This is an optimization exercise on Yosys and OpenROAD, whose aim is small area and a short achievable clock period, not a production implementation.
At most, simulation tests tie the RTL to the original design; equivalence was not proved.
Power figures rest on the tool's default switching activity, not on a simulated workload.

Setup of xenon:
==> flow/design.v (excerpt) <==
module float_copro
   (
    input  logic        clk,
    input  logic        copro_valid,
    input  logic        copro_accept,
    input  logic [10:0] copro_opcode,
    input  logic [31:0] copro_op0,
    input  logic [31:0] copro_op1,
    output logic        copro_complete,
    output logic [31:0] copro_result
    );
Settings: LEC_CHECK=0, CAP_MARGIN=20, CORE_MARGIN=2, CORE_UTILIZATION=65, CTS_CLUSTER_DIAMETER=200, CTS_CLUSTER_SIZE=40, SLEW_MARGIN=20; clock period 14.0 ns.
standard.sh (not shown) runs the stock make flow with config.mk's settings and CLKGATE_MAP_FILE= SYNTH_SCRIPT=/design/flow/synth_recipe.tcl, a recipe that flattens the netlist after the stock synthesis.
==> flow/flow/run.sh <==
#!/bin/bash
# Standard ORFS layout (the standard.sh) with these changes:
#  - after the standard synthesis, flow/fixinv.py removes the inverters that
#    Yosys's full-adder extraction leaves between adder cells (it flips the
#    polarity of adder cells, which are self-dual), and the netlist is loaded
#    from the result;
#  - then flow/ksadd.py replaces the gates that add the upper result bits in
#    stage 2 (from the hs_r/hc_r propagate/generate registers and cy_r) by a
#    Kogge-Stone adder (kept only if Yosys proves the two netlists
#    equivalent);
#  - then flow/faexp.py rebuilds the full adders of the last tree levels
#    (depth 3 and more) from xor2 and maj3 cells, which are faster;
#  - ports are buffered with buf_1 cells (the standard flow picks a larger
#    delay cell); the resizer still sizes them up where timing needs it;
set -euo pipefail
MARGIN=${MARGIN:-9.5}
SPLIT=21      # S of gen/gen.py: result bits below it come from lo_r
R=orfs/results/$FLOW_PLATFORM/float_copro/base
bash standard.sh synth > log_synth.txt 2>&1
cp $R/1_2_yosys.v $R/1_2_yosys_orig.v
python3 flow/fixinv.py $R/1_2_yosys_orig.v $R/1_2_yosys_fixinv.v > log_fixinv.txt 2>&1
python3 flow/xorbal.py $R/1_2_yosys_fixinv.v $R/1_2_yosys_xorbal.v > log_xorbal.txt 2>&1
python3 flow/ksadd.py $R/1_2_yosys_xorbal.v $R/1_2_yosys_ksadd.v $SPLIT > log_ksadd.txt 2>&1
# keep the Kogge-Stone netlist only if Yosys proves it equivalent to the one before
LIB=$FLOW_HOME/platforms/$FLOW_PLATFORM/lib/sky130_fd_sc_hd__tt_025C_1v80.lib
cat > eq_ksadd.ys <<EOT
read_liberty -overwrite -ignore_miss_func $LIB
read_verilog $R/1_2_yosys_xorbal.v
rename float_copro gold
read_verilog $R/1_2_yosys_ksadd.v
rename float_copro gate
flatten gold gate
opt_clean
equiv_make gold gate eq
hierarchy -top eq
equiv_simple -seq 1
equiv_status -assert
EOT
if $FLOW_HOME/../tools/install/yosys/bin/yosys -q -s eq_ksadd.ys > log_eq_ksadd.txt 2>&1; then
  cp $R/1_2_yosys_ksadd.v $R/1_2_yosys_s2.v
else
  echo "ksadd netlist not proved equivalent; using the one before" >> log_eq_ksadd.txt
  cp $R/1_2_yosys_xorbal.v $R/1_2_yosys_s2.v
fi
python3 flow/faexp.py $R/1_2_yosys_s2.v $R/1_2_yosys.v 3 > log_faexp.txt 2>&1
rm -f $R/1_synth.odb $R/1_synth.sdc
bash standard.sh synth > log_synth_odb.txt 2>&1
for step in floorplan place cts route finish; do
  bash standard.sh SETUP_SLACK_MARGIN=$MARGIN \
    "BUFFER_PORTS_ARGS=-buffer_cell sky130_fd_sc_hd__buf_1" $step > log_$step.txt 2>&1
done
Other scripts of this flow, unchanged in this note and not shown: flow/flow/faexp.py, flow/flow/fixinv.py, flow/flow/ksadd.py, flow/flow/xorbal.py
xenon ran to completion and came out clean on the timing, design-rule and antenna checks.
Relative to xenon, the following input files were edited for tundra:
Settings: clearing CTS_CLUSTER_DIAMETER, which used to be 200; clearing CTS_CLUSTER_SIZE, which used to be 40.
Notes after the runs:
- Power consumption improves in tundra relative to xenon.
- On cell count, tundra tracks xenon almost exactly.
- Any difference in area added between synthesis and finish between tundra and xenon is small enough to ignore.
- Non-clock buffer area fraction after layout essentially unchanged between tundra and xenon.
Here is what was changed in the inputs of delta compared with tundra.
Settings: TNS_END_PERCENT: unset -> 20.
Notes after the runs:
- delta vs tundra — maximum frequency dropped 1.3%.
- On hold slack, delta and tundra are basically level.
- ~same sequential share of layout area in delta and tundra
- Status: area used by multi-input combinational logic parity (delta, tundra)
- Comparing the two runs side by side, delta comes out behind tundra on first-pass GRT wire length.
- Setup slack of the critical path after layout in delta vs tundra: down 57 ps
- There was hardly any difference in detailed route wirelength on metal2 between delta and tundra.
- Comparing delta with tundra, the total track usage came out essentially unchanged.
- In the tables for delta and tundra, clock skew reads higher with tundra.
[inputs] yarrow vs delta
Settings: clearing TNS_END_PERCENT, which used to be 20.
-- flow/flow/run.sh --
<<< delta, line 15
set -euo pipefail
MARGIN=${MARGIN:-9.5}
SPLIT=21      # S of gen/gen.py: result bits below it come from lo_r
>>> yarrow, line 15
set -euo pipefail
MARGIN=${MARGIN:-9.7}
SPLIT=21      # S of gen/gen.py: result bits below it come from lo_r
yarrow ends up with higher power than delta does. Summary of yarrow over delta: hold slack grew by 21 ps; number of nets in the layout now larger.

========
Setup of JK:
float_copro, a different RTL version from the one above (not shown whole).
Size in the first run: about 1600 cells after synthesis, ~0.015 mm2 of cells after synthesis.
## float_copro
module float_copro
   (
    input  logic        clk,
    input  logic        copro_valid,
    input  logic        copro_accept,
    input  logic [10:0] copro_opcode,
    input  logic [31:0] copro_op0,
    input  logic [31:0] copro_op1,
    output logic        copro_complete,
    output logic [31:0] copro_result
    );
   logic [31:0] a_r, b_r;
   logic        mul_r, as_r, sub_r;    
   logic [3:0]  cnt;           
   logic [15:0] lo_d, lo_r;
   logic        cy_d, cy_r;
   logic [15:0] hs_d, hc_d, hs_r, hc_r;
   float_copro_dp datapath (
      .a(a_r), .b(b_r), .mul(mul_r), .addsub(as_r), .sub(sub_r),
      .lo(lo_d), .lo_cy(cy_d), .hi_s(hs_d), .hi_c(hc_d)
   );
   always_ff @(posedge clk) begin
      a_r   <= copro_op0;
      b_r   <= copro_op1;
      mul_r <= copro_opcode[1:0] == 2'd2;
      as_r  <= !copro_opcode[1];
      sub_r <= copro_opcode[1:0] == 2'd1;
      lo_r  <= lo_d;
      cy_r  <= cy_d;
      hs_r  <= hs_d;
      hc_r  <= hc_d;
      if (!copro_valid || copro_accept)
         cnt <= 4'd0;
      else if (cnt != 4'd15)
         cnt <= cnt + 4'd1;
   end
   assign copro_complete = mul_r ? cnt >= 4'd2 : as_r ? cnt >= 4'd3 : cnt >= 4'd11;
   assign copro_result = {hs_r + hc_r + {{15{1'b0}}, cy_r}, lo_r};
endmodule
make LEC_CHECK=0 CAP_MARGIN=20 CORE_MARGIN=2 CORE_UTILIZATION=40 SLEW_MARGIN=20 finish   # period 14.0 ns
run.sh (not shown) runs the stock make flow with config.mk's settings and CLKGATE_MAP_FILE= SYNTH_SCRIPT=/design/flow/synth_recipe.tcl, a recipe that flattens the netlist after the stock synthesis.
Stock flow here: none of the scripts above is used.
JK finished every stage and its layout cleared the timing, design-rule and antenna checks.
For MS, these inputs were changed with respect to JK:
# JK
export LEC_CHECK = 0
export CAP_MARGIN = 20
export CORE_MARGIN = 2
export CORE_UTILIZATION = 40
export SLEW_MARGIN = 20
create_clock -name core_clock -period 14.0 [get_ports {clk}]
# MS
export LEC_CHECK = 0
export ABC_CLOCK_PERIOD_IN_PS = 3500
export CAP_MARGIN = 20
export CORE_MARGIN = 2
export CORE_UTILIZATION = 40
export SLEW_MARGIN = 20
create_clock -name core_clock -period 14.0 [get_ports {clk}]
### Flow results
- In terms of time the final worst path needs with I/O delays and setup, JK and MS differ only marginally.
- ~same post-route worst setup slack in JK and MS
- [compare] base=JK new=MS: global-route usage about even, area enclosed by the die boundary about even, die extent in y about even.
- Re total power: no difference whatsoever between JK and MS.
No functional check of the RTL was part of any run of this note.

========
Another version of the RTL of float_copro (not shown whole).
Size in the first run: about 1500 cells after synthesis.
Settings: LEC_CHECK=0, CAP_MARGIN=20, CORE_MARGIN=2, CORE_UTILIZATION=65, SLEW_MARGIN=20; clock period 14.0 ns.
standard.sh (not shown) runs the stock make flow with config.mk's settings and CLKGATE_MAP_FILE= SYNTH_SCRIPT=/design/flow/synth_recipe.tcl, a recipe that flattens the netlist after the stock synthesis.
==> flow/flow/run.sh <==
#!/bin/bash
# Standard ORFS layout (the standard.sh) with these changes:
#  - after the standard synthesis, flow/fixinv.py removes the inverters that
#    Yosys's full-adder extraction leaves between adder cells (it flips the
#    polarity of adder cells, which are self-dual), and the netlist is loaded
#    from the result;
#  - then flow/ksadd.py replaces the gates that add the upper result bits in
#    stage 2 (from the hs_r/hc_r propagate/generate registers and cy_r) by a
#    Kogge-Stone adder (kept only if Yosys proves the two netlists
#    equivalent);
#  - ports are buffered with buf_1 cells (the standard flow picks a larger
#    delay cell); the resizer still sizes them up where timing needs it;
set -euo pipefail
MARGIN=${MARGIN:-9.7}
SPLIT=21      # S of gen/gen.py: result bits below it come from lo_r
R=orfs/results/$FLOW_PLATFORM/float_copro/base
bash standard.sh synth > log_synth.txt 2>&1
cp $R/1_2_yosys.v $R/1_2_yosys_orig.v
python3 flow/fixinv.py $R/1_2_yosys_orig.v $R/1_2_yosys_fixinv.v > log_fixinv.txt 2>&1
python3 flow/xorbal.py $R/1_2_yosys_fixinv.v $R/1_2_yosys_xorbal.v > log_xorbal.txt 2>&1
python3 flow/ksadd.py $R/1_2_yosys_xorbal.v $R/1_2_yosys_ksadd.v $SPLIT > log_ksadd.txt 2>&1
# keep the Kogge-Stone netlist only if Yosys proves it equivalent to the one before
LIB=$FLOW_HOME/platforms/$FLOW_PLATFORM/lib/sky130_fd_sc_hd__tt_025C_1v80.lib
cat > eq_ksadd.ys <<EOT
read_liberty -overwrite -ignore_miss_func $LIB
read_verilog $R/1_2_yosys_xorbal.v
rename float_copro gold
read_verilog $R/1_2_yosys_ksadd.v
rename float_copro gate
flatten gold gate
opt_clean
equiv_make gold gate eq
hierarchy -top eq
equiv_simple -seq 1
equiv_status -assert
EOT
if $FLOW_HOME/../tools/install/yosys/bin/yosys -q -s eq_ksadd.ys > log_eq_ksadd.txt 2>&1; then
  cp $R/1_2_yosys_ksadd.v $R/1_2_yosys.v
else
  echo "ksadd netlist not proved equivalent; using the one before" >> log_eq_ksadd.txt
  cp $R/1_2_yosys_xorbal.v $R/1_2_yosys.v
fi
rm -f $R/1_synth.odb $R/1_synth.sdc
bash standard.sh synth > log_synth_odb.txt 2>&1
for step in floorplan place cts route finish; do
  bash standard.sh SETUP_SLACK_MARGIN=$MARGIN \
    "BUFFER_PORTS_ARGS=-buffer_cell sky130_fd_sc_hd__buf_1" $step > log_$step.txt 2>&1
done
Other scripts of this flow, unchanged in this note and not shown: flow/flow/fixinv.py, flow/flow/ksadd.py, flow/flow/xorbal.py
The first run finished clean.
Rerun with:
--- a/flow/flow/run.sh
+++ b/flow/flow/run.sh
@@ -13,3 +13,3 @@
 set -euo pipefail
-MARGIN=${MARGIN:-9.7}
+MARGIN=${MARGIN:-9.5}
 SPLIT=21      # S of gen/gen.py: result bits below it come from lo_r
=> The changed run ran to the end with no violations. Clock skew stays flat. Clock-buffer cell count grows by 1. Sequential share of layout area grows by 0.49 points. Setup slack gets worse by 5.1 ps. Final area shrinks by 4.2%.
No run of this note included a check of the RTL's function; only the layout flow was run.

========
rev 12:
float_copro, a different RTL version from the one above (not shown whole).
Size: about 1700 cells after synthesis, roughly 16000 um^2 of cells after synthesis.
export LEC_CHECK = 0
export CAP_MARGIN = 20
export CORE_MARGIN = 2
export CORE_UTILIZATION = 65
export SLEW_MARGIN = 20
create_clock -name core_clock -period 14.0 [get_ports {clk}]
==> flow/flow/run.sh <==
#!/bin/bash
# Standard ORFS layout (the standard.sh) with these changes:
#  - after the standard synthesis, flow/fixinv.py removes the inverters that
#    Yosys's full-adder extraction leaves between adder cells (it flips the
#    polarity of adder cells, which are self-dual), and the netlist is loaded
#    from the result;
#  - then flow/ksadd.py replaces the gates that add the upper result bits in
#    stage 2 (from the hs_r/hc_r propagate/generate registers and cy_r) by a
#    Kogge-Stone adder (kept only if Yosys proves the two netlists
#    equivalent);
#  - then flow/faexp.py rebuilds the full adders of the last tree levels
#    (depth 3 and more) from xor2 and maj3 cells, which are faster;
#  - ports are buffered with buf_1 cells (the standard flow picks a larger
#    delay cell); the resizer still sizes them up where timing needs it;
set -euo pipefail
MARGIN=${MARGIN:-9.7}
SPLIT=25      # S of gen/gen.py: result bits below it come from lo_r
R=orfs/results/$FLOW_PLATFORM/float_copro/base
bash standard.sh synth > log_synth.txt 2>&1
cp $R/1_2_yosys.v $R/1_2_yosys_orig.v
python3 flow/fixinv.py $R/1_2_yosys_orig.v $R/1_2_yosys_fixinv.v > log_fixinv.txt 2>&1
python3 flow/xorbal.py $R/1_2_yosys_fixinv.v $R/1_2_yosys_xorbal.v > log_xorbal.txt 2>&1
python3 flow/ksadd.py $R/1_2_yosys_xorbal.v $R/1_2_yosys_ksadd.v $SPLIT > log_ksadd.txt 2>&1
# keep the Kogge-Stone netlist only if Yosys proves it equivalent to the one before
LIB=$FLOW_HOME/platforms/$FLOW_PLATFORM/lib/sky130_fd_sc_hd__tt_025C_1v80.lib
cat > eq_ksadd.ys <<EOT
read_liberty -overwrite -ignore_miss_func $LIB
read_verilog $R/1_2_yosys_xorbal.v
rename float_copro gold
read_verilog $R/1_2_yosys_ksadd.v
rename float_copro gate
flatten gold gate
opt_clean
equiv_make gold gate eq
hierarchy -top eq
equiv_simple -seq 1
equiv_status -assert
EOT
if $FLOW_HOME/../tools/install/yosys/bin/yosys -q -s eq_ksadd.ys > log_eq_ksadd.txt 2>&1; then
  cp $R/1_2_yosys_ksadd.v $R/1_2_yosys_s2.v
else
  echo "ksadd netlist not proved equivalent; using the one before" >> log_eq_ksadd.txt
  cp $R/1_2_yosys_xorbal.v $R/1_2_yosys_s2.v
fi
python3 flow/faexp.py $R/1_2_yosys_s2.v $R/1_2_yosys.v 3 > log_faexp.txt 2>&1
rm -f $R/1_synth.odb $R/1_synth.sdc
bash standard.sh synth > log_synth_odb.txt 2>&1
for step in floorplan place cts route finish; do
  bash standard.sh SETUP_SLACK_MARGIN=$MARGIN \
    "BUFFER_PORTS_ARGS=-buffer_cell sky130_fd_sc_hd__buf_1" $step > log_$step.txt 2>&1
done
Other scripts of this flow, unchanged in this note and not shown: flow/flow/faexp.py, flow/flow/fixinv.py, flow/flow/ksadd.py, flow/flow/xorbal.py
Rev 12 closes out successfully: all stages finished, all timing, DRC and antenna checks passed.
Edits applied to the flow inputs when going from rev 12 to rev 13:
diff --git a/flow/flow/run.sh b/flow/flow/run.sh
--- a/flow/flow/run.sh
+++ b/flow/flow/run.sh
@@ -16 +16 @@
-MARGIN=${MARGIN:-9.7}
+MARGIN=${MARGIN:-9.5}
## What came out
- Wire length reported by the detailed router: rev 13 < rev 12
- Worst-case setup margin in the final layout on rev 13 is behind rev 12.
- Taking rev 12 as the reference, in rev 13 sequential fraction of total cell area higher; final area lower; pre-CTS setup slack higher; total length of routed met2 wires lower; remaining number of nets flagged by the antenna check after routing roughly the same.
- Measured against each other, rev 13 and rev 12 differ in largest driver fanout on the critical path, the higher figure coming from rev 13.
- Via count shrinks slightly when moving from rev 12 to rev 13.
No run of this note included a check of the RTL's function; only the layout flow was run.

========
## lane 2
Another version of the RTL of float_copro (not shown whole).
For scale: ~15000 um2 of cells after synthesis.
// float_copro
module float_copro
   (
    input  logic        clk,
    input  logic        copro_valid,
    input  logic        copro_accept,
    input  logic [10:0] copro_opcode,
    input  logic [31:0] copro_op0,
    input  logic [31:0] copro_op1,
    output logic        copro_complete,
    output logic [31:0] copro_result
    );
Settings: LEC_CHECK=0, CAP_MARGIN=20, CORE_MARGIN=2, CORE_UTILIZATION=65, SLEW_MARGIN=20; clock period 14.0 ns.
==> flow/flow/run.sh <==
#!/bin/bash
# Standard ORFS layout (the standard.sh) with these changes:
#  - after the standard synthesis, flow/fixinv.py removes the inverters that
#    Yosys's full-adder extraction leaves between adder cells (it flips the
#    polarity of adder cells, which are self-dual), and the netlist is loaded
#    from the result;
#  - ports are buffered with buf_1 cells (the standard flow picks a larger
#    delay cell); the resizer still sizes them up where timing needs it;
set -euo pipefail
MARGIN=${MARGIN:-9.4}
R=orfs/results/$FLOW_PLATFORM/float_copro/base
bash standard.sh synth > log_synth.txt 2>&1
cp $R/1_2_yosys.v $R/1_2_yosys_orig.v
python3 flow/fixinv.py $R/1_2_yosys_orig.v $R/1_2_yosys_fixinv.v > log_fixinv.txt 2>&1
python3 flow/xorbal.py $R/1_2_yosys_fixinv.v $R/1_2_yosys.v > log_xorbal.txt 2>&1
rm -f $R/1_synth.odb $R/1_synth.sdc
bash standard.sh synth > log_synth_odb.txt 2>&1
for step in floorplan place cts route finish; do
  bash standard.sh SETUP_SLACK_MARGIN=$MARGIN \
    "BUFFER_PORTS_ARGS=-buffer_cell sky130_fd_sc_hd__buf_1" $step > log_$step.txt 2>&1
done
Other scripts of this flow, unchanged in this note and not shown: flow/flow/fixinv.py, flow/flow/xorbal.py
Lane 2 finished every stage and its layout cleared the timing, design-rule and antenna checks.
#### Input delta (lane 3 over lane 2)
Settings: changing CORE_UTILIZATION from 65 to 70; setting PLACE_DENSITY to 0.8 for the first time.
diff --git a/flow/flow/run.sh b/flow/flow/run.sh
--- a/flow/flow/run.sh
+++ b/flow/flow/run.sh
@@ -10 +10 @@
-MARGIN=${MARGIN:-9.4}
+MARGIN=${MARGIN:-9.0}
[summary]
- The final layout from lane 3, which completed every stage, passed the timing, design-rule and antenna checks at the end of the flow.
- Compared with lane 2, in lane 3 number of buffers inserted to repair setup after CTS down 4, relative contribution of the clock network to total power up 0.7 points, cell area reported after detailed placement flat, area overhead of the layout relative to synthesis down 1.8 points.
- Re worst setup slack for register-to-register paths: lane 3 is 280 ps down on lane 2.
- Measured against each other, lane 3 and lane 2 differ in post-detailed-routing wire length, the lower figure coming from lane 3.
- Share of total power in combinational logic (lower): lane 3
- Lower net switching power among lane 3 and lane 2: lane 3

what the ideal ports hide:
In the flow no input, the clock included, has a driving cell. The finished layouts below were timed again as built, in two steps. Step 1 sets driving cells, clkbuf_16 on the clock port and buf_2 on the other inputs (assumed; they add their load-dependent delay and slew). Step 2 moves the port delays by t, midway between the first and last clock arrival at a register: inputs arrive t later, outputs are due t later. That takes back most of the time a late clock gives input paths. Slacks: no drivers / after step 1 / after step 2; pairs: no drivers / after step 1.
run | t (ns) | slack for setup (ns) | worst hold slack (ns) | worst setup path at the end | worst slew at a driven data input, ns
xenon | 0.487 | 9.570 / 9.519 / 9.252 | 0.548 / 0.548 / 0.548 | input to register | 0.04
tundra | 0.485 | 9.589 / 9.536 / 9.188 | 0.542 / 0.542 / 0.542 | input to register | 0.05
delta | 0.479 | 9.532 / 9.481 / 9.209 | 0.542 / 0.542 / 0.542 | input to register | 0.05
yarrow | 0.482 | 9.591 / 9.538 / 9.603 | 0.563 / 0.563 / 0.563 | input to register | 0.06
JK | 0.489 | 7.430 / 7.376 / 7.865 | 0.572 / 0.572 / 0.572 | register to output | 0.04
MS | 0.489 | 7.430 / 7.376 / 7.865 | 0.572 / 0.572 / 0.572 | register to output | 0.04
the first run of note 3 | 0.481 | 9.563 / 9.512 / 9.504 | 0.552 / 0.552 / 0.552 | input to register | 0.05
the second run of note 3 | 0.484 | 9.558 / 9.542 / 9.555 | 0.541 / 0.541 / 0.541 | input to register | 0.04
rev 12 | 0.491 | 9.462 / 9.412 / 9.428 | 0.572 / 0.572 / 0.572 | input to register | 0.06
rev 13 | 0.489 | 9.450 / 9.398 / 9.459 | 0.573 / 0.573 / 0.573 | input to register | 0.04
lane 2 | 0.482 | 9.055 / 9.005 / 9.159 | 0.575 / 0.575 / 0.575 | input to register | 0.05
lane 3 | 0.492 | 9.033 / 8.982 / 9.213 | 0.584 / 0.584 / 0.584 | input to register | 0.06
After both steps setup and hold are still met in every run listed. For tundra, which loses most, drivers alone change the setup slack by -0.053 ns; drivers and shift together by -0.401 ns.
